From an optimization exercise on the open Yosys and OpenROAD flow, aimed at small area, a short achievable clock period and few clock cycles per item; shortcuts taken in it are not production practice. RTL that was checked went through simulation tests only; none was proved equivalent to the original. No functional check of the RTL was part of runs 3 and 4. Power figures rest on the tool's default switching activity, not on a simulated workload.

File: design/flow/design.v
module dot4s(input [3:0] a0, input [3:0] b0, input [3:0] a1, input [3:0] b1, output [12:0] p);
    wire pp0_00 = a0[0] & b0[0];
    wire pp0_01 = a0[0] & b0[1];
    wire pp0_02 = a0[0] & b0[2];
    wire pp0_03 = ~a0[0] | ~b0[3];
    wire pp0_10 = a0[1] & b0[0];
    wire pp0_11 = a0[1] & b0[1];
    wire pp0_12 = a0[1] & b0[2];
    wire pp0_13 = ~a0[1] | ~b0[3];
    wire pp0_20 = a0[2] & b0[0];
    wire pp0_21 = a0[2] & b0[1];
    wire pp0_22 = a0[2] & b0[2];
    wire pp0_23 = a0[2] & b0[3];
    wire pp0_23n = ~a0[2] | ~b0[3];
    wire pp0_30 = ~a0[3] | ~b0[0];
    wire pp0_31 = ~a0[3] | ~b0[1];
    wire pp0_32 = ~a0[3] | ~b0[2];
    wire pp0_33 = a0[3] & b0[3];
    wire pp1_00 = a1[0] & b1[0];
    wire pp1_01 = a1[0] & b1[1];
    wire pp1_02 = a1[0] & b1[2];
    wire pp1_03 = ~a1[0] | ~b1[3];
    wire pp1_10 = a1[1] & b1[0];
    wire pp1_11 = a1[1] & b1[1];
    wire pp1_12 = a1[1] & b1[2];
    wire pp1_13 = ~a1[1] | ~b1[3];
    wire pp1_20 = a1[2] & b1[0];
    wire pp1_21 = a1[2] & b1[1];
    wire pp1_22 = a1[2] & b1[2];
    wire pp1_23 = ~a1[2] | ~b1[3];
    wire pp1_30 = ~a1[3] | ~b1[0];
    wire pp1_31 = ~a1[3] | ~b1[1];
    wire pp1_32 = ~a1[3] | ~b1[2];
    wire pp1_33 = a1[3] & b1[3];
    wire s1 = pp0_00 ^ pp1_00;
    wire c2 = pp0_00 & pp1_00;
    wire s3 = pp0_01 ^ pp0_10 ^ pp1_01;
    wire c4 = (pp0_01 & pp0_10) | (pp0_01 & pp1_01) | (pp0_10 & pp1_01);
    wire s5 = pp1_10 ^ c2 ^ s3;
    wire c6 = (pp1_10 & c2) | (pp1_10 & s3) | (c2 & s3);
    wire s7 = pp0_02 ^ pp0_11 ^ pp0_20;
    wire c8 = (pp0_02 & pp0_11) | (pp0_02 & pp0_20) | (pp0_11 & pp0_20);
    wire s9 = pp1_02 ^ pp1_11 ^ pp1_20;
    wire c10 = (pp1_02 & pp1_11) | (pp1_02 & pp1_20) | (pp1_11 & pp1_20);
    wire s11 = c4 ^ s7 ^ s9;
    wire c12 = (c4 & s7) | (c4 & s9) | (s7 & s9);
    wire s13 = c6 ^ s11;
    wire c14 = c6 & s11;
    wire s15 = pp0_03 ^ pp0_12 ^ pp0_21;
    wire c16 = (pp0_03 & pp0_12) | (pp0_03 & pp0_21) | (pp0_12 & pp0_21);
    wire s17 = pp0_30 ^ pp1_03 ^ pp1_12;
    wire c18 = (pp0_30 & pp1_03) | (pp0_30 & pp1_12) | (pp1_03 & pp1_12);
    wire s19 = pp1_21 ^ pp1_30 ^ c10;
    wire c20 = (pp1_21 & pp1_30) | (pp1_21 & c10) | (pp1_30 & c10);
    wire s21 = c8 ^ s15 ^ s17;
    wire c22 = (c8 & s15) | (c8 & s17) | (s15 & s17);
    wire s23 = c12 ^ s19 ^ s21;
    wire c24 = (c12 & s19) | (c12 & s21) | (s19 & s21);
    wire s25 = c14 ^ s23;
    wire c26 = c14 & s23;
    wire s27 = pp0_13 ^ pp0_22 ^ pp0_31;
    wire c28 = (pp0_13 & pp0_22) | (pp0_13 & pp0_31) | (pp0_22 & pp0_31);
    wire s29 = pp1_13 ^ pp1_22 ^ pp1_31;
    wire c30 = (pp1_13 & pp1_22) | (pp1_13 & pp1_31) | (pp1_22 & pp1_31);
    wire s31 = c16 ^ c18 ^ s27;
    wire c32 = (c16 & c18) | (c16 & s27) | (c18 & s27);
    wire s33 = s29 ^ c20 ^ c22;
    wire c34 = (s29 & c20) | (s29 & c22) | (c20 & c22);
    wire s35 = s31 ^ c24 ^ s33;
    wire c36 = (s31 & c24) | (s31 & s33) | (c24 & s33);
    wire s37 = c26 ^ s35;
    wire c38 = c26 & s35;
    wire s39 = pp0_23 ^ pp0_32 ^ pp1_23;
    wire c40 = (pp0_23 & pp0_32) | (pp0_23 & pp1_23) | (pp0_32 & pp1_23);
    wire s41 = pp1_32 ^ c28 ^ c30;
    wire c42 = (pp1_32 & c28) | (pp1_32 & c30) | (c28 & c30);
    wire s43 = s39 ^ c32 ^ s41;
    wire c44 = (s39 & c32) | (s39 & s41) | (c32 & s41);
    wire s45 = c34 ^ s43 ^ c36;
    wire c46 = (c34 & s43) | (c34 & c36) | (s43 & c36);
    wire s47 = c38 ^ s45;
    wire c48 = c38 & s45;
    wire s49 = pp0_23n ^ pp0_33 ^ pp1_33;
    wire c50 = (pp0_23n & pp0_33) | (pp0_23n & pp1_33) | (pp0_33 & pp1_33);
    wire s51 = c40 ^ s49 ^ c42;
    wire c52 = (c40 & s49) | (c40 & c42) | (s49 & c42);
    wire s53 = c44 ^ s51;
    wire c54 = c44 & s51;
    wire s55 = c50 ^ c52;
    wire c56 = c50 & c52;
    assign p = {s53, 1'b0, s55, c48, c56, c54, c46, s47, s37, s25, s13, s5, s1};
endmodule
module dotfin(input [12:0] p, output [8:0] y);
    wire [2:0] hi = p[8:6] + p[11:9] + p[12];
    assign y = {~hi[2], hi[1:0], p[5:0]};
endmodule
module axis_matmul2x2 #(parameter W = 13) (
    input                       clk             ,
    input                       rst             ,
    input                       s_axis_tvalid   ,
    input     [31 : 0]          s_axis_tdata    ,
    input                       s_axis_tlast    ,
    output                      s_axis_tready   ,
    output                      m_axis_tvalid   ,
    output    [31 : 0]          m_axis_tdata    ,
    output                      m_axis_tlast    ,
    input                       m_axis_tready
);
    wire [3:0] ia0 = s_axis_tdata[3:0];
    wire [3:0] ia1 = s_axis_tdata[11:8];
    wire [3:0] ib0 = s_axis_tdata[19:16];
    wire [3:0] ib1 = s_axis_tdata[27:24];
    reg       hv;
    reg [3:0] h_a0, h_a1, h_b00, h_b01;
    reg       mv, mrow;
    reg [3:0] ma0, ma1;
    reg [3:0] mb00, mb01, mb10, mb11;
    reg       ov;
    reg [W-1:0] oc0, oc1;    
    wire out_free  = !ov || m_axis_tready;
    wire do_comp   = mv && out_free;
    wire comp_last = do_comp && !mrow;
    reg rdy_x, rdy_y;
    assign s_axis_tready = rdy_x || (rdy_y && m_axis_tready);
    wire s_fire = s_axis_tvalid && s_axis_tready;
    wire [W-1:0] dot0, dot1;
    dot4s u_d0(.a0(ma0), .b0(mb00), .a1(ma1), .b1(mb10), .p(dot0));
    dot4s u_d1(.a0(ma0), .b0(mb01), .a1(ma1), .b1(mb11), .p(dot1));
    wire [8:0] c0, c1;
    dotfin u_f0(.p(oc0), .y(c0));
    dotfin u_f1(.p(oc1), .y(c1));
    wire hv_n   = s_fire ? !hv : hv;
    wire mv_n   = (s_fire && hv) ? 1'b1 : comp_last ? 1'b0 : mv;
    wire mrow_n = (s_fire && hv) ? 1'b1 : do_comp ? 1'b0 : mrow;
    wire ov_n   = do_comp ? 1'b1 : m_axis_tready ? 1'b0 : ov;
    always @(posedge clk) begin
        if (rst) begin
            hv <= 1'b0;
            mv <= 1'b0;
            mrow <= 1'b0;
            ov <= 1'b0;
            rdy_x <= 1'b1;
            rdy_y <= 1'b1;
        end else begin
            hv <= hv_n;
            mv <= mv_n;
            mrow <= mrow_n;
            ov <= ov_n;
            rdy_x <= hv_n ? (!mv_n || (!mrow_n && !ov_n)) : (!mv_n || !mrow_n || !ov_n);
            rdy_y <= !hv_n || !mrow_n;
        end
    end
    always @(posedge clk) begin
        if (s_fire)
            h_a0 <= ia0;
        if (s_fire && !hv) begin
            h_a1  <= ia1;
            h_b00 <= ib0;
            h_b01 <= ib1;
        end else if (s_fire && hv) begin
            h_a1  <= h_a0;
        end
        if (s_fire && hv) begin
            ma0  <= h_a1;
            ma1  <= ia1;
            mb00 <= h_b00;
            mb01 <= h_b01;
            mb10 <= ib0;
            mb11 <= ib1;
        end else if (do_comp && mrow) begin
            ma0 <= h_a1;
            ma1 <= h_a0;
        end
        if (do_comp) begin
            oc0 <= dot0;
            oc1 <= dot1;
        end
    end
    assign m_axis_tvalid = ov;
    assign m_axis_tlast  = ov;
    assign m_axis_tdata  = {{7{c1[8]}}, c1, {7{c0[8]}}, c0};
endmodule
File: design/flow/flow/run.sh
#!/bin/bash
# Standard ORFS layout, with these changes:
#  - synthesis runs Yosys's synth without its internal ABC pass (SYNTH_ARGS=-noabc),
#    so the full-adder extraction sees the RTL's adder structure directly;
#    the final ABC mapping still runs as usual;
#  - every input and output port still gets its own buffer, but a buf_1
#    instead of the slow delay buffer buffer_ports picks by default;
#  - clock tree synthesis without dummy loads.
set -euo pipefail
bash standard.sh SYNTH_ARGS=-noabc \
  "BUFFER_PORTS_ARGS=-buffer_cell sky130_fd_sc_hd__buf_1" \
  "CTS_ARGS=-sink_clustering_enable -repair_clock_nets -dont_use_dummy_load" \
  finish > make_finish.log 2>&1
File: design/flow/standard.sh
#!/bin/bash
# synth_recipe.tcl (not shown) runs the flow's synth.tcl, then flattens the netlist and writes it again
# the make line also repeats each setting of config.mk as NAME=value (left out here)
make -C /OpenROAD-flow-scripts/flow DESIGN_CONFIG=/design/flow/config.mk WORK_HOME=/design/flow/orfs CLKGATE_MAP_FILE= SYNTH_SCRIPT=/design/flow/synth_recipe.tcl "${@:-finish}"
File: design/flow/config.mk
export PLATFORM = sky130hd
export DESIGN_NAME = axis_matmul2x2
export DESIGN_NICKNAME = axis_matmul2x2
export VERILOG_FILES = /design/flow/design.v
export SDC_FILE = /design/flow/constraint.sdc
export NUM_CORES = 4
export LEC_CHECK = 0
export CAP_MARGIN = 20
export CORE_MARGIN = 2
export CORE_UTILIZATION = 40
export PLACE_DENSITY = 0.5
export SETUP_SLACK_MARGIN = 4.1
export SLEW_MARGIN = 20
File: design/flow/constraint.sdc
create_clock -name core_clock -period 7.5 [get_ports {clk}]
set_input_delay 1.5000 -clock core_clock [delete_from_list [all_inputs] [get_ports {clk}]]
set_output_delay 1.5000 -clock core_clock [all_outputs]
set_load 0.01 [all_outputs]
==> results of run 1 <==
[cells in the final DEF (no fill, tap or decap), types with 2 or more instances in the layout]
| cell | synthesis | routed |
|---|---|---|
| nand2b_1 | 2 | 2 |
| buf_1 | 0 | 35 |
| fa_2 | 0 | 19 |
| a21oi_1 | 3 | 3 |
| inv_1 | 4 | 4 |
| nand2_1 | 23 | 23 |
| mux2_2 | 3 | 3 |
| buf_2 | 0 | 14 |
| ha_2 | 0 | 2 |
| nor2_1 | 5 | 5 |
| and2_1 | 41 | 32 |
| clkbuf_8 | 0 | 9 |
| and2_4 | 1 | 10 |
| ha_1 | 14 | 12 |
| mux2_1 | 5 | 5 |
| edfxtp_1 | 64 | 64 |
| buf_4 | 31 | 7 |
| fa_1 | 46 | 27 |
| dfxtp_1 | 6 | 6 |
| xnor2_4 | 0 | 2 |
| buf_6 | 0 | 8 |
[per-stage QoR]
stage          setup WS (ns)  utilization  instances  power [µW]
2_1_floorplan           4.09            -        262         641
3_3_place_gp            3.85        0.427        418         682
3_5_place_dp            3.85        0.427        418         683
4_1_cts                 3.99        0.459        437         934
5_1_grt                 3.92        0.463        437         983
6_report                3.98        0.463        437         920
[cell usage after synthesis (all sizes together) (2+ instances only)]
| cell | number | share of area |
|---|---|---|
| nand2b | 2 | 0.0031 |
| and2 | 42 | 0.066 |
| a21oi | 3 | 0.0037 |
| dfxtp | 6 | 0.030 |
| xnor2 | 3 | 0.0065 |
| ha | 14 | 0.044 |
| edfxtp | 64 | 0.48 |
| mux2 | 8 | 0.022 |
| buf | 31 | 0.058 |
| inv | 5 | 0.0053 |
| a21o | 2 | 0.0056 |
| nand2 | 24 | 0.026 |
| nor2 | 6 | 0.0075 |
| fa | 46 | 0.23 |
[timing repair]
| action | 4_1_cts | 5_1_grt |
|---|---|---|
| buffers inserted | 10 | 0 |
| endpoints found under the setup margin | 21 | 22 |
| cloned | 0 | 0 |
| resized for setup | 44 | 12 |
| pin swaps | 25 | 7 |
[logic make-up (layout without fill, tap and decap cells)]
kind of cell,Yosys count,count (layout),synth area share
AOI/OAI and AO/OA,7,7,0.0143
xor gates and xnor gates,3,3,0.00655
adders and majority gates,61,61,0.276
buffers and inverters,36,78,0.0633
DFF,70,70,0.509
muxes,8,8,0.0224
and+or+nand+nor,77,77,0.109
[worst max-delay path, cell delays in order (launching register included)]
cell,delay (ns)
edfxtp_1,0.46
buf_6,0.16
and2_4,0.15
fa_1,0.52
fa_2,0.46
fa_2,0.36
fa_2,0.39
fa_1,0.52
ha_2,0.28
[layer usage]
layer	global-route usage	vias up	wire length, µm
li1	-	938	-
met1	0.189	994	3210
met2	0.204	43	3010
met3	0.0307	10	210
met4	0.0512	0	127
met5	0	-	0
[path summary, 6_finish.rpt]
check / end
worst max register to register: oc1[5]
worst max-delay path: oc1[5]
worst min register to register: ma0[1]
worst min-delay path: ma0[1]
[registers in the layout (all words and copies together) (netlist names)]
name,flops
ov,1
ma1,4
mb00,4
hv,1
oc0,12
rdy_y,1
oc1,12
mb11,4
mb01,4
h_b00,4
h_a0,4
rdy_x,1
mrow,1
h_b01,4
mb10,4
mv,1
h_a1,4
ma0,4
[layout make-up]
| type | instances | area, µm² |
|---|---|---|
| flip-flops and latches | 70 | 2040 |
| well taps | 133 | 166 |
| fillers | 909 | 5250 |
| clock buffers | 9 | 124 |
| inverters | 5 | 21.3 |
| repair buffers | 64 | 344 |
| multi-input cells | 156 | 1830 |
[where the power goes]
part	internal [µW]	total [µW]	switching, µW
clock	107	231	124
sequential	467	482	14.8
combinational	100	207	107
total	674	920	246
==> out/metrics.csv, run 1 <==
metric,value,unit
cts.root.buffer_cell,clkbuf_8,
power_density,203,mW/mm²
clock_pin_transition_on_the_worst_setup_and_hold_timing_paths,0.08,ns
post_synthesis_register_bit_count,70,
num_antenna_cells,0,
critical_path.max_fanout,3,
post_synth_edffs,64,
grt_first_pass_wirelength,11.2,mm
cts_tree,built,
drv_cap,0,
starting_density_of_the_core,0.411,
final_design_area_no_fill,0.00453,mm²
ys.flop_type,edfxtp_1,
hold_path_depth,0,
grtUsageTotal,0.134,
slew_viol_final,0,
grt.overflow.total,0,
ir_drop,0.0774,mV
die_w,104,µm
final.period_utilization,0.469,
seq_area_frac_synth,0.509,
p_r_area_growth_vs_syn,12.8,%
placementRows,36,
numCtsBuffers,9,
total_vias_in_the_final_route,1985,
drive_gt1_frac,0.266,
drt_iter0_drc,61,
fin_worst_hold_slack,0.407,ns
max_freq,0.284,GHz
hold_start,h_a1[1],
finalSetupViolCount,0,
cp-start-kind,register,
design.core.area,0.00977,mm²
top_level_ports,72,
r2r.worst_path.cells,8,
setup_tns,0,ns
outcome,timing/DRC/antenna clean,
rr_startpoint,ma0[2],
vias_per_cell,4.54,
holdCritPathClass,reg -> reg,
drc,0,
die_h,104,µm
worst_clock_skew,0.0232,ns
placed_cell_area,0.00418,mm²
cts.sinks,70,
setup.worst_path.class,reg -> reg,
worstSetupStartpoint,ma0[2],
dp_hpwl,4.65,mm
worst_setup_path_end_kind,register,
detail-route-antenna-nets,0,
timing.critical_path.arrival,3.62,ns
hold_buffers,0,
routedWlPerCell,15.0,µm
synth_nets,359,
finalWeightedCongestion,0.742,
finalHoldViolCount,0,
vias_in_the_first_global_route,2219,
reg2reg_setup_slack,3.98,ns
fraction_of_registers_with_async_set_or_reset_after_synthesis,0,
num-nets-final,403,
static-leakage-power,0.00164,µW
die_area,0.0109,mm²
synth.lib_cells_used.distinct,26,
maxSlewHeadroom,0.522,
synth_cells,262,
grt_start_max_net_pins,27,
cts.htree.levels,3,
placement.io_buffers,54,
clock_latency_late_sink,0.34,ns
timing_worst_slew_pin_value,0.716,ns
grt_antenna_before_repair,0,
yosysWarnings,1,
firstDrtPassIters,4,
fin_crit,3.52,ns
syn_avg_cell_area,15.3,µm²
wirelength,6.56,mm
max-clock-path-buffers,2,
grt_setup_unrepaired,true,
mappedNetlistArea,0.00401,mm²
cp.required,7.60,ns
Testbench counts, summed over its fixed seeds: cycles 792, items 384.
==> run 2: changes to the inputs <==
--- a/design/flow/config.mk
+++ b/design/flow/config.mk
@@ -10,3 +10,4 @@
 export CORE_UTILIZATION = 40
-export PLACE_DENSITY = 0.5
+export GPL_ROUTABILITY_DRIVEN = 0
+export PLACE_DENSITY = 0.6
 export SETUP_SLACK_MARGIN = 4.1
==> out/metrics.csv, run 2 <==
metric,value,unit
outcome,timing/DRC/antenna clean,
drc,0,
starting_density_of_the_core,0.411,
layout_common_cells,"64 x edfxtp_1, 35 x buf_1, 32 x and2_1",
timing.critical_path.arrival,1.94,ns
grt_setup_unrepaired,true,
yosysTopAreaCell,edfxtp_1,
cts.htree.levels,3,
drt_iter0_drc,57,
fin_ws,4.06,ns
grt_antenna_before_repair,0,
seq_area_frac_synth,0.509,
grt.overflow.total,0,
top_level_ports,72,
maxSlewHeadroom,0.574,
finalPower,906,µW
final.period_utilization,0.459,
cts_tree,built,
wirelength,6.10,mm
ir_drop,0.0849,mV
worst_setup_slack_after_placement,3.88,ns
num-nets-final,405,
synth_cells,262,
cts.root.buffer_cell,clkbuf_8,
grtUsageTotal,0.129,
fillCellCount,890,
worst_clock_skew,0.0238,ns
worst_setup_path_end_kind,output port,
power_density,200,mW/mm²
detail-route-antenna-nets,0,
post_synthesis_register_bit_count,70,
cp-start-kind,register,
fraction_of_registers_with_async_set_or_reset_after_synthesis,0,
vias_per_cell,4.52,
num_antenna_cells,0,
firstDrtPassIters,4,
setup.worst_path.class,reg -> out,
placementRows,36,
static-leakage-power,0.00166,µW
grt_start_max_net_pins,27,
vias_in_the_first_global_route,2206,
syn_avg_cell_area,15.3,µm²
die_h,104,µm
drive_gt1_frac,0.255,
p_r_area_growth_vs_syn,12.7,%
top_flop_regs,"oc0: 12 flops, oc1: 12 flops",
cts.sinks,70,
synth_nets,359,
placement.io_buffers,54,
mappedNetlistArea,0.00401,mm²
die_w,104,µm
grt_first_pass_wirelength,10.7,mm
ys.flop_type,edfxtp_1,
synth.lib_cells_used.distinct,26,
hold_buffers,0,
critical_path.max_fanout,8,
post_synth_edffs,64,
cp.required,6.00,ns
slew_viol_final,0,
post_synth_most_frequent_cells,"64 x edfxtp_1, 46 x fa_1, 41 x and2_1",
setup_tns,0,ns
synth.most_common_cell,edfxtp_1,
drv_cap,0,
synth_top_area_share,0.479,
finalSetupViolCount,0,
clock_latency_late_sink,0.35,ns
synthTopCellsByArea,"edfxtp_1 48%, fa_1 23%, and2_1 6.4%, buf_4 5.8%, ha_1 4.4%",
die_area,0.0109,mm²
numCtsBuffers,9,
yosysWarnings,1,
design.core.area,0.00977,mm²
dp_hpwl,4.44,mm
holdCritPathClass,reg -> reg,
timing_worst_slew_pin_value,0.638,ns
finalHoldViolCount,0,
total_vias_in_the_final_route,1983,
layout_commonest_cell,edfxtp_1,
fin_crit,3.44,ns
routedWlPerCell,13.9,µm
max_freq,0.291,GHz
clock_pin_transition_on_the_worst_setup_and_hold_timing_paths,0.06,ns
max-clock-path-buffers,2,
==> run 2: cell counts after synthesis <==
No cell type changed its count.
==> run 2: power by group <==
| part | leakage, µW | internal, µW | switching (µW) |
|---|---|---|---|
| sequential | 0.000641 | 467 | 14.3 |
| combinational | 0.000953 | 95.4 | 101 |
| clock | 0.0000647 | 107 | 122 |
==> run 2: worst paths after layout <==
check | cells after the start | end | slack (ns) | from
min | 0 | mb01[2] | 0.42 | h_b01[2]
max | 4 | m_axis_tdata[28] | 4.06 | oc1[6]
min reg2reg | 0 | mb01[2] | 0.42 | h_b01[2]
max reg2reg | 7 | oc1[5] | 4.10 | ma1[1]
==> run 2: timing repair <==
action	in CTS	in global routing
buffers inserted	10	2
endpoints found under the hold margin	0	0
pin swaps	24	22
gates resized for setup	41	7
endpoints found under the setup margin	21	22
==> run 2: cell type report <==
cell class,instances,area (µm²),area share
clock buffers,9,124,0.0274
inverters,5,21.3,0.00470
multi-input cells,156,1820,0.402
flip-flops and latches,70,2040,0.451
well taps,133,166,0.0368
repair buffers,66,352,0.0777
==> run 2: kinds of logic after synthesis <==
logic type	synth area share
and+or+nand+nor	0.109
DFF	0.509
adders and majority gates	0.276
buffers and inverters	0.0633
muxes	0.0224
AOI/OAI and AO/OA	0.0143
xor gates and xnor gates	0.00655
==> run 2: per-stage QoR <==
| step | cell area (µm²) | hold slack (ns) | util | cells |
|---|---|---|---|---|
| final | 4520 | 0.415 | 0.463 | 439 |
| after global routing | 4520 | 0.419 | 0.463 | 439 |
| after CTS | 4480 | 0.412 | 0.458 | 437 |
| after detailed placement | 4180 | 0.405 | 0.427 | 418 |
| after global placement | 4180 | 0.401 | 0.427 | 418 |
| after floorplan | 4040 | 0.400 | - | 262 |
==> run 2: layer usage <==
| metal | vias up | wire (µm) | global-route usage |
|---|---|---|---|
| li1 | 941 | - | - |
| met1 | 986 | 2740 | 0.163 |
| met2 | 43 | 2930 | 0.203 |
| met3 | 13 | 246 | 0.0338 |
| met4 | 0 | 176 | 0.0705 |
| met5 | - | 0 | 0 |
==> run 2: worst max-delay path: stages (launching register included) <==
cell	delay, ns
edfxtp_1	0.40
fa_2	0.40
fa_2	0.39
xnor2_4	0.25
buf_2	0.18
==> run 3: changes to the inputs <==
--- a/design/flow/design.v
+++ b/design/flow/design.v
@@ -93,3 +93,11 @@
 module dotfin(input [12:0] p, output [8:0] y);
-    wire [2:0] hi = p[8:6] + p[11:9] + p[12];
+    wire [2:0] a = p[8:6];
+    wire [2:0] b = p[11:9];
+    wire [2:0] g = a & b;
+    wire [2:0] t = a | b;
+    wire [2:0] x = a ^ b;
+    wire k0 = p[12];
+    wire k1 = g[0] | (t[0] & p[12]);
+    wire k2 = g[1] | (t[1] & g[0]) | (t[0] & t[1] & p[12]);
+    wire [2:0] hi = x ^ {k2, k1, k0};
     assign y = {~hi[2], hi[1:0], p[5:0]};
--- a/design/flow/config.mk
+++ b/design/flow/config.mk
@@ -10,3 +10,2 @@
 export CORE_UTILIZATION = 40
-export GPL_ROUTABILITY_DRIVEN = 0
 export PLACE_DENSITY = 0.6
==> out/metrics.csv, run 3 <==
metric,value,unit
outcome,timing/DRC/antenna clean,
seq_area_frac_synth,0.490,
grt_first_pass_wirelength,10.6,mm
die_w,106,µm
cp.required,7.58,ns
finalSetupViolCount,0,
fraction_of_registers_with_async_set_or_reset_after_synthesis,0,
dp_hpwl,4.57,mm
design.core.area,0.0102,mm²
power_density,197,mW/mm²
grt_start_max_net_pins,27,
cp-start-kind,register,
cts.root.buffer_cell,clkbuf_8,
top_flop_regs,"oc0: 12 flops, oc1: 12 flops",
wirelength,6.15,mm
post_synth_most_frequent_cells,"64 x edfxtp_1, 44 x fa_1, 41 x and2_1",
max_freq,0.292,GHz
numCtsBuffers,9,
die_area,0.0112,mm²
holdCritPathClass,reg -> reg,
starting_density_of_the_core,0.407,
num-nets-final,430,
setup.worst_path.class,reg -> reg,
placement.io_buffers,54,
routedWlPerCell,13.3,µm
top_level_ports,72,
fin_crit,3.43,ns
finalHoldViolCount,0,
worst_clock_skew,0.0156,ns
placementRows,37,
detail-route-antenna-nets,0,
timing_worst_slew_pin_value,0.610,ns
grtUsageTotal,0.124,
cts_tree,built,
post_synth_edffs,64,
grt_setup_unrepaired,true,
static-leakage-power,0.00173,µW
max-clock-path-buffers,2,
drive_gt1_frac,0.200,
clock_pin_transition_on_the_worst_setup_and_hold_timing_paths,0.07,ns
synthTopCellsByArea,"edfxtp_1 46%, fa_1 21%, ha_1 6.6%, and2_1 6.2%, buf_4 5.6%",
placed_cell_area,0.00428,mm²
post_synthesis_register_bit_count,70,
num_antenna_cells,0,
final_design_area_no_fill,0.00457,mm²
rr_startpoint,ma0[2],
synth.most_common_cell,edfxtp_1,
syn_avg_cell_area,14.6,µm²
finalWeightedCongestion,0.797,
synth_top_area_share,0.461,
timing.critical_path.arrival,3.51,ns
mappedNetlistArea,0.00417,mm²
setup_tns,0,ns
hold_start,h_a1[1],
slew_viol_final,0,
die_h,106,µm
vias_in_the_first_global_route,2225,
maxSlewHeadroom,0.593,
vias_per_cell,4.53,
layout_commonest_cell,edfxtp_1,
yosysTopAreaCell,edfxtp_1,
yosysWarnings,1,
worstSetupStartpoint,ma0[2],
critical_path.max_fanout,7,
firstDrtPassIters,4,
layout_common_cells,"64 x edfxtp_1, 49 x buf_1, 33 x fa_1",
p_r_area_growth_vs_syn,9.61,%
clock_latency_late_sink,0.34,ns
grt_antenna_before_repair,0,
cts.htree.levels,3,
drt_iter0_drc,90,
drc,0,
ys.flop_type,edfxtp_1,
synth_nets,388,
total_vias_in_the_final_route,2089,
fin_ws,4.07,ns
synth_cells,285,
worst_setup_slack_after_placement,3.83,ns
ir_drop,0.0840,mV
grt.overflow.total,0,
final.period_utilization,0.457,
synth.lib_cells_used.distinct,30,
cts.sinks,70,
worst_setup_path_end_kind,register,
drv_cap,0,
[run 3: critical path: stages, from the launching register on]
cell,delay (ns)
edfxtp_1,0.54
and2_4,0.21
fa_1,0.50
fa_2,0.44
fa_2,0.36
fa_2,0.39
fa_1,0.43
ha_1,0.28
[run 3: what timing repair did]
action                                  in CTS  in global routing
hold buffers                                 0                  0
cloned                                       0                  0
pin swaps                                   21                 11
buffers inserted                             7                  3
resized for setup                           19                 17
endpoints found under the setup margin       5                 21
[run 3: logic make-up after synthesis]
kind of cell,after synthesis,synth area share
AOI/OAI and AO/OA,10,0.0150
xor gates and xnor gates,5,0.0105
buffers and inverters,47,0.0757
DFF,70,0.490
adders and majority gates,67,0.280
and+or+nand+nor,78,0.103
muxes,8,0.0252
[run 3: final cells by class]
cell class | count | area, µm²
Timing Repair Buffer | 65 | 292
Fill cell | 936 | 5670
Tap cell | 136 | 170
Sequential cell | 70 | 2040
Inverter | 13 | 48.8
Multi-Input combinational cell | 168 | 1890
Clock buffer | 9 | 124
[run 3: final timing paths]
path	slack, ns	endpoint	cells past startpoint
setup / recovery	4.07	oc0[5]	7
hold / removal	0.42	ma0[1]	0
setup reg to reg	4.07	oc0[5]	7
hold reg to reg	0.42	ma0[1]	0
[run 3: power by group]
part / total (µW) / leakage, µW / switching, µW / internal [µW]
Sequential: 482 / 0.000641 / 15.0 / 467
Clock: 228 / 0.0000647 / 121 / 107
Combinational: 191 / 0.00102 / 99.0 / 92.1
[run 3: per-stage QoR]
step	hold WS (ns)	total power, µW	cells	utilization
4_1_cts	0.417	912	458	0.440
6_report	0.421	901	461	0.446
5_1_grt	0.428	960	461	0.446
2_1_floorplan	0.400	645	285	-
3_5_place_dp	0.405	674	442	0.418
3_3_place_gp	0.401	673	442	0.418
[run 3: metal layers]
layer  part of all wire  vias to the layer above  global-route usage
met2               0.48                       45               0.193
met3              0.042                        7              0.0221
met5                  0                        -                   0
met4              0.016                        0              0.0620
met1               0.46                     1039               0.166
li1                   -                      998                   -
==> run 4: changes to the inputs <==
--- a/design/flow/design.v
+++ b/design/flow/design.v
@@ -1,2 +1,2 @@
-module dot4s(input [3:0] a0, input [3:0] b0, input [3:0] a1, input [3:0] b1, output [12:0] p);
+module dot4s(input [3:0] a0, input [3:0] b0, input [3:0] a1, input [3:0] b1, output [13:0] p);
     wire pp0_00 = a0[0] & b0[0];
@@ -78,29 +78,19 @@
     wire c44 = (s39 & c32) | (s39 & s41) | (c32 & s41);
-    wire s45 = c34 ^ s43 ^ c36;
-    wire c46 = (c34 & s43) | (c34 & c36) | (s43 & c36);
-    wire s47 = c38 ^ s45;
-    wire c48 = c38 & s45;
-    wire s49 = pp0_23n ^ pp0_33 ^ pp1_33;
-    wire c50 = (pp0_23n & pp0_33) | (pp0_23n & pp1_33) | (pp0_33 & pp1_33);
-    wire s51 = c40 ^ s49 ^ c42;
-    wire c52 = (c40 & s49) | (c40 & c42) | (s49 & c42);
-    wire s53 = c44 ^ s51;
-    wire c54 = c44 & s51;
-    wire s55 = c50 ^ c52;
-    wire c56 = c50 & c52;
-    assign p = {s53, 1'b0, s55, c48, c56, c54, c46, s47, s37, s25, s13, s5, s1};
+    wire s45 = c34 ^ s43;
+    wire c46 = c34 & s43;
+    wire s47 = pp0_23n ^ pp0_33 ^ pp1_33;
+    wire c48 = (pp0_23n & pp0_33) | (pp0_23n & pp1_33) | (pp0_33 & pp1_33);
+    wire s49 = c40 ^ s47 ^ c42;
+    wire c50 = (c40 & s47) | (c40 & c42) | (s47 & c42);
+    wire s51 = c44 ^ s49;
+    wire c52 = c44 & s49;
+    wire s53 = c48 ^ c50;
+    wire c54 = c48 & c50;
+    assign p = {s45, 1'b0, s53, s51, c38, c54, c52, c46, c36, s37, s25, s13, s5, s1};
 endmodule
-module dotfin(input [12:0] p, output [8:0] y);
-    wire [2:0] a = p[8:6];
-    wire [2:0] b = p[11:9];
-    wire [2:0] g = a & b;
-    wire [2:0] t = a | b;
-    wire [2:0] x = a ^ b;
-    wire k0 = p[12];
-    wire k1 = g[0] | (t[0] & p[12]);
-    wire k2 = g[1] | (t[1] & g[0]) | (t[0] & t[1] & p[12]);
-    wire [2:0] hi = x ^ {k2, k1, k0};
-    assign y = {~hi[2], hi[1:0], p[5:0]};
+module dotfin(input [13:0] p, output [8:0] y);
+    wire [3:0] hi = p[8:5] + p[12:9] + p[13];
+    assign y = {~hi[3], hi[2:0], p[4:0]};
 endmodule
-module axis_matmul2x2 #(parameter W = 13) (
+module axis_matmul2x2 #(parameter W = 14) (
     input                       clk             ,
@@ -121,5 +111,5 @@
     reg       hv;
-    reg [3:0] h_a0, h_a1, h_b00, h_b01;
+    reg [3:0] h_a00, h_a10, h_b00, h_b01;
     reg       mv, mrow;
-    reg [3:0] ma0, ma1;
+    reg [3:0] ma0, ma1, p_a01;
     reg [3:0] mb00, mb01, mb10, mb11;
@@ -130,3 +120,4 @@
     wire comp_last = do_comp && !mrow;
-    reg rdy_x, rdy_y;
+    wire rdy_x = hv ? (!mv || (!mrow && !ov)) : (!mv || !mrow || !ov);
+    wire rdy_y = !hv || !mrow;
     assign s_axis_tready = rdy_x || (rdy_y && m_axis_tready);
@@ -139,6 +130,2 @@
     dotfin u_f1(.p(oc1), .y(c1));
-    wire hv_n   = s_fire ? !hv : hv;
-    wire mv_n   = (s_fire && hv) ? 1'b1 : comp_last ? 1'b0 : mv;
-    wire mrow_n = (s_fire && hv) ? 1'b1 : do_comp ? 1'b0 : mrow;
-    wire ov_n   = do_comp ? 1'b1 : m_axis_tready ? 1'b0 : ov;
     always @(posedge clk) begin
@@ -149,11 +136,17 @@
             ov <= 1'b0;
-            rdy_x <= 1'b1;
-            rdy_y <= 1'b1;
         end else begin
-            hv <= hv_n;
-            mv <= mv_n;
-            mrow <= mrow_n;
-            ov <= ov_n;
-            rdy_x <= hv_n ? (!mv_n || (!mrow_n && !ov_n)) : (!mv_n || !mrow_n || !ov_n);
-            rdy_y <= !hv_n || !mrow_n;
+            if (do_comp)
+                ov <= 1'b1;
+            else if (m_axis_tready)
+                ov <= 1'b0;
+            if (s_fire && hv) begin
+                mv <= 1'b1;
+                mrow <= 1'b1;
+            end else if (do_comp) begin
+                mrow <= 1'b0;
+                if (!mrow)
+                    mv <= 1'b0;
+            end
+            if (s_fire)
+                hv <= !hv;
         end
@@ -161,14 +154,12 @@
     always @(posedge clk) begin
-        if (s_fire)
-            h_a0 <= ia0;
         if (s_fire && !hv) begin
-            h_a1  <= ia1;
+            h_a00 <= ia0;
+            h_a10 <= ia1;
             h_b00 <= ib0;
             h_b01 <= ib1;
-        end else if (s_fire && hv) begin
-            h_a1  <= h_a0;
         end
         if (s_fire && hv) begin
-            ma0  <= h_a1;
+            ma0  <= h_a10;
             ma1  <= ia1;
+            p_a01 <= ia0;
             mb00 <= h_b00;
@@ -178,4 +169,4 @@
         end else if (do_comp && mrow) begin
-            ma0 <= h_a1;
-            ma1 <= h_a0;
+            ma0 <= h_a00;
+            ma1 <= p_a01;
         end
==> design/flow/flow/run.sh (replaced) <==
#!/bin/bash
# Standard ORFS layout, with two changes:
#  - synthesis runs Yosys's synth without its internal ABC pass (SYNTH_ARGS=-noabc),
#    so the full-adder extraction sees the RTL's adder structure directly;
#    the final ABC mapping still runs as usual;
#  - every input and output port still gets its own buffer, but a buf_1
#    instead of the slow delay buffer buffer_ports picks by default.
set -euo pipefail
bash standard.sh SYNTH_ARGS=-noabc \
  "BUFFER_PORTS_ARGS=-buffer_cell sky130_fd_sc_hd__buf_1" \
  finish > make_finish.log 2>&1
--- a/design/flow/config.mk
+++ b/design/flow/config.mk
@@ -11,3 +11,3 @@
 export PLACE_DENSITY = 0.6
-export SETUP_SLACK_MARGIN = 4.1
+export SETUP_SLACK_MARGIN = 4.5
 export SLEW_MARGIN = 20
==> out/metrics.csv, run 4 <==
metric,value,unit
critical_path.max_fanout,2,
fillCellCount,897,
synth.most_common_cell,edfxtp_1,
finalWeightedCongestion,0.813,
fraction_of_registers_with_async_set_or_reset_after_synthesis,0,
synth_nets,368,
top_flop_regs,"oc0: 13 flops, oc1: 13 flops",
top_level_ports,72,
design.core.area,0.0102,mm²
synth_top_family_by_area,adder cells,
vias_in_the_first_global_route,2185,
finalPower,968,µW
mappedNetlistArea,0.00419,mm²
final.period_utilization,0.476,
multi_input_comb_area,0.00184,mm²
syn_avg_cell_area,15.6,µm²
synthTopCellsByArea,"edfxtp_1 50%, fa_1 21%, and2_1 6.0%, buf_4 5.6%, ha_1 5.4%",
cts.root.buffer_cell,clkbuf_8,
cts.htree.levels,3,
synth-compound-area-share,0.0212,
total_vias_in_the_final_route,2105,
seq_area,0.00218,mm²
die_area,0.0113,mm²
top_layer,met4,
synth.mux.area_fraction,0.0269,
seq_area_frac_synth,0.521,
simple_gate_fraction_of_synth_area,0.0944,
met2RoutedLength,3.08,mm
maxSlewHeadroom,0.296,
route.met3.wl,255,µm
grt_setup_unrepaired,true,
worst_setup_path_end_kind,output port,
wirelength,6.37,mm
synth_top_area_share,0.502,
cts.sinks,74,
grtUsageTotal,0.126,
firstDrtPassIters,4,
routedWlPerCell,13.8,µm
cp-start-kind,input port,
layout_commonest_cell,edfxtp_1,
finalHoldViolCount,0,
power_density,199,mW/mm²
ys.flop_type,edfxtp_1,
synth_adder_area_share,0.266,
cp.required,6.00,ns
yosysWarnings,1,
clock_latency_late_sink,0.36,ns
yosysTopAreaCell,edfxtp_1,
static-leakage-power,0.00183,µW
outcome,timing/DRC/antenna clean,
numCtsBuffers,9,
slew_viol_final,0,
drt_iter0_drc,63,
worst_clock_skew,0.00790,ns
vias_per_cell,4.55,
timing_worst_slew_pin_value,1.04,ns
fin_crit,3.57,ns
grt_antenna_before_repair,0,
setup.worst_path.class,in -> out,
p_r_area_growth_vs_syn,16.0,%
setup_tns,0,ns
grt_start_max_net_pins,27,
clock_pin_transition_on_the_worst_setup_and_hold_timing_paths,0.08,ns
placementRows,37,
synth_cells,269,
die_w,106,µm
max_freq,0.280,GHz
layout_common_cells,"70 x edfxtp_1, 31 x fa_1, 30 x buf_1",
finalSetupViolCount,0,
cts_tree,built,
post_synth_most_frequent_cells,"70 x edfxtp_1, 44 x fa_1, 40 x and2_1",
placement.io_buffers,54,
drive_gt1_frac,0.327,
synth.lib_cells_used.distinct,23,
grt.overflow.total,0,
max-clock-path-buffers,2,
post_synth_edffs,70,
post_synthesis_register_bit_count,74,
die_h,106,µm
holdCritPathClass,reg -> reg,
starting_density_of_the_core,0.409,
timing.critical_path.arrival,2.07,ns
ir_drop,0.0924,mV
num-nets-final,421,
grt_first_pass_wirelength,10.7,mm
num_antenna_cells,0,
drc,0,
dp_hpwl,4.52,mm
fraction_of_synthesized_cell_area_in_xor_and_xnor_cells,0.00836,
met1_length,2.80,mm
detail-route-antenna-nets,0,
drv_cap,0,
run 4: changes by cell type after synthesis, sizes merged, moves of 2 or more:
cell	before	now
inv	13	4
buf	34	32
nor2	4	2
ha	22	18
xnor2	3	0
o21bai	2	0
dfxtp	6	4
o21ai	1	4
edfxtp	64	70
and2	42	40
xor2	2	4
run 4: worst paths after layout:
| kind | startpoint | end | slack, ns | depth (start not counted) |
|---|---|---|---|---|
| worst min-delay path | h_b01[1] | mb01[1] | 0.42 | 0 |
| worst max-delay path | m_axis_tready | s_axis_tready | 3.93 | 5 |
| worst max register to register | ma0[1] | oc0[4] | 4.35 | 8 |
| worst min register to register | h_b01[1] | mb01[1] | 0.42 | 0 |
run 4: cell type report:
cell class | instances | area share
flip-flops and latches | 74 | 0.449
multi-input cells | 159 | 0.379
inverters | 4 | 0.00309
clock buffers | 9 | 0.0255
repair buffers | 74 | 0.0906
clock inverters | 7 | 0.0175
well taps | 136 | 0.0350
run 4: worst max-delay path, stage by stage:
cell,delay [ns]
buf_8,0.08
nor2b_4,0.03
maj3_2,0.30
nand2_2,0.06
buf_6,0.09
run 4: routing by layer:
layer / global-route usage / vias up
met1: 0.161 / 1034
li1: - / 997
met4: 0.0836 / 0
met2: 0.195 / 55
met5: 0 / -
met3: 0.0251 / 19
run 4: cell families (layout without fill, tap and decap cells):
family | after synthesis | count (layout)
AO/OA/AOI/OAI | 13 | 13
XOR/XNOR | 4 | 4
adder cells (fa/ha/maj) | 63 | 63
buffers and inverters | 36 | 94
flip-flops | 74 | 74
multiplexers | 8 | 8
AND/OR/NAND/NOR | 71 | 71
run 4: stage by stage:
stage	instance area (µm²)	worst slack [ns]	hold slack, ns	std cells	utilization
CTS	4790	3.94	0.427	458	0.468
global placement	4390	3.79	0.401	429	0.429
global route	4860	3.86	0.442	463	0.475
detailed placement	4390	3.78	0.405	429	0.429
finish	4860	3.93	0.424	463	0.475
floorplan	4240	4.10	0.400	269	-
run 4: timing repair:
item	in CTS	in global routing
gates resized for setup	44	9
buffers inserted	13	5
endpoints found under the setup margin	27	27
hold buffers	0	0
pin swaps	22	14
run 4: power by group:
part	switching (µW)	internal [µW]	total, µW	leakage [µW]
sequential	10.4	482	493	0.000676
clock	165	160	325	0.0000999
combinational	75.7	74.1	150	0.00105
total	252	716	968	0.00183

[re-timing with driven ports]
No port has a modelled driver above. Below, the same layouts with a new extraction and two added sets of constraints. Step 1 (the two cells are an assumption about what drives the block):
set clk [get_ports {clk}]
set_driving_cell -lib_cell sky130_fd_sc_hd__clkbuf_16 $clk
set_driving_cell -lib_cell sky130_fd_sc_hd__buf_2 [delete_from_list [all_inputs] $clk]
Step 2 adds t to the input delays and takes it off the output delays; t is the mean of the earliest and latest rising clock arrival at the registers after step 1. Input paths then give back, and output paths get back, about the clock's delay inside the block. Slacks: ideal / step 1 / step 2; pairs: ideal / step 1.
run | t (ns) | setup WS [ns] | slew at the worst register clock pin (ns)
run 1 | 0.357 | 3.981 / 3.981 / 3.981 | 0.08 / 0.08
run 2 | 0.363 | 4.059 / 4.031 / 4.070 | 0.08 / 0.08
run 3 | 0.361 | 4.073 / 4.073 / 4.073 | 0.07 / 0.07
run 4 | 0.385 | 3.933 / 3.868 / 3.868 | 0.09 / 0.09
After both steps setup and hold are still met in every run listed. The setup slack of run 4, which loses most, moves by -0.065 ns with the drivers and by -0.065 ns with both steps.
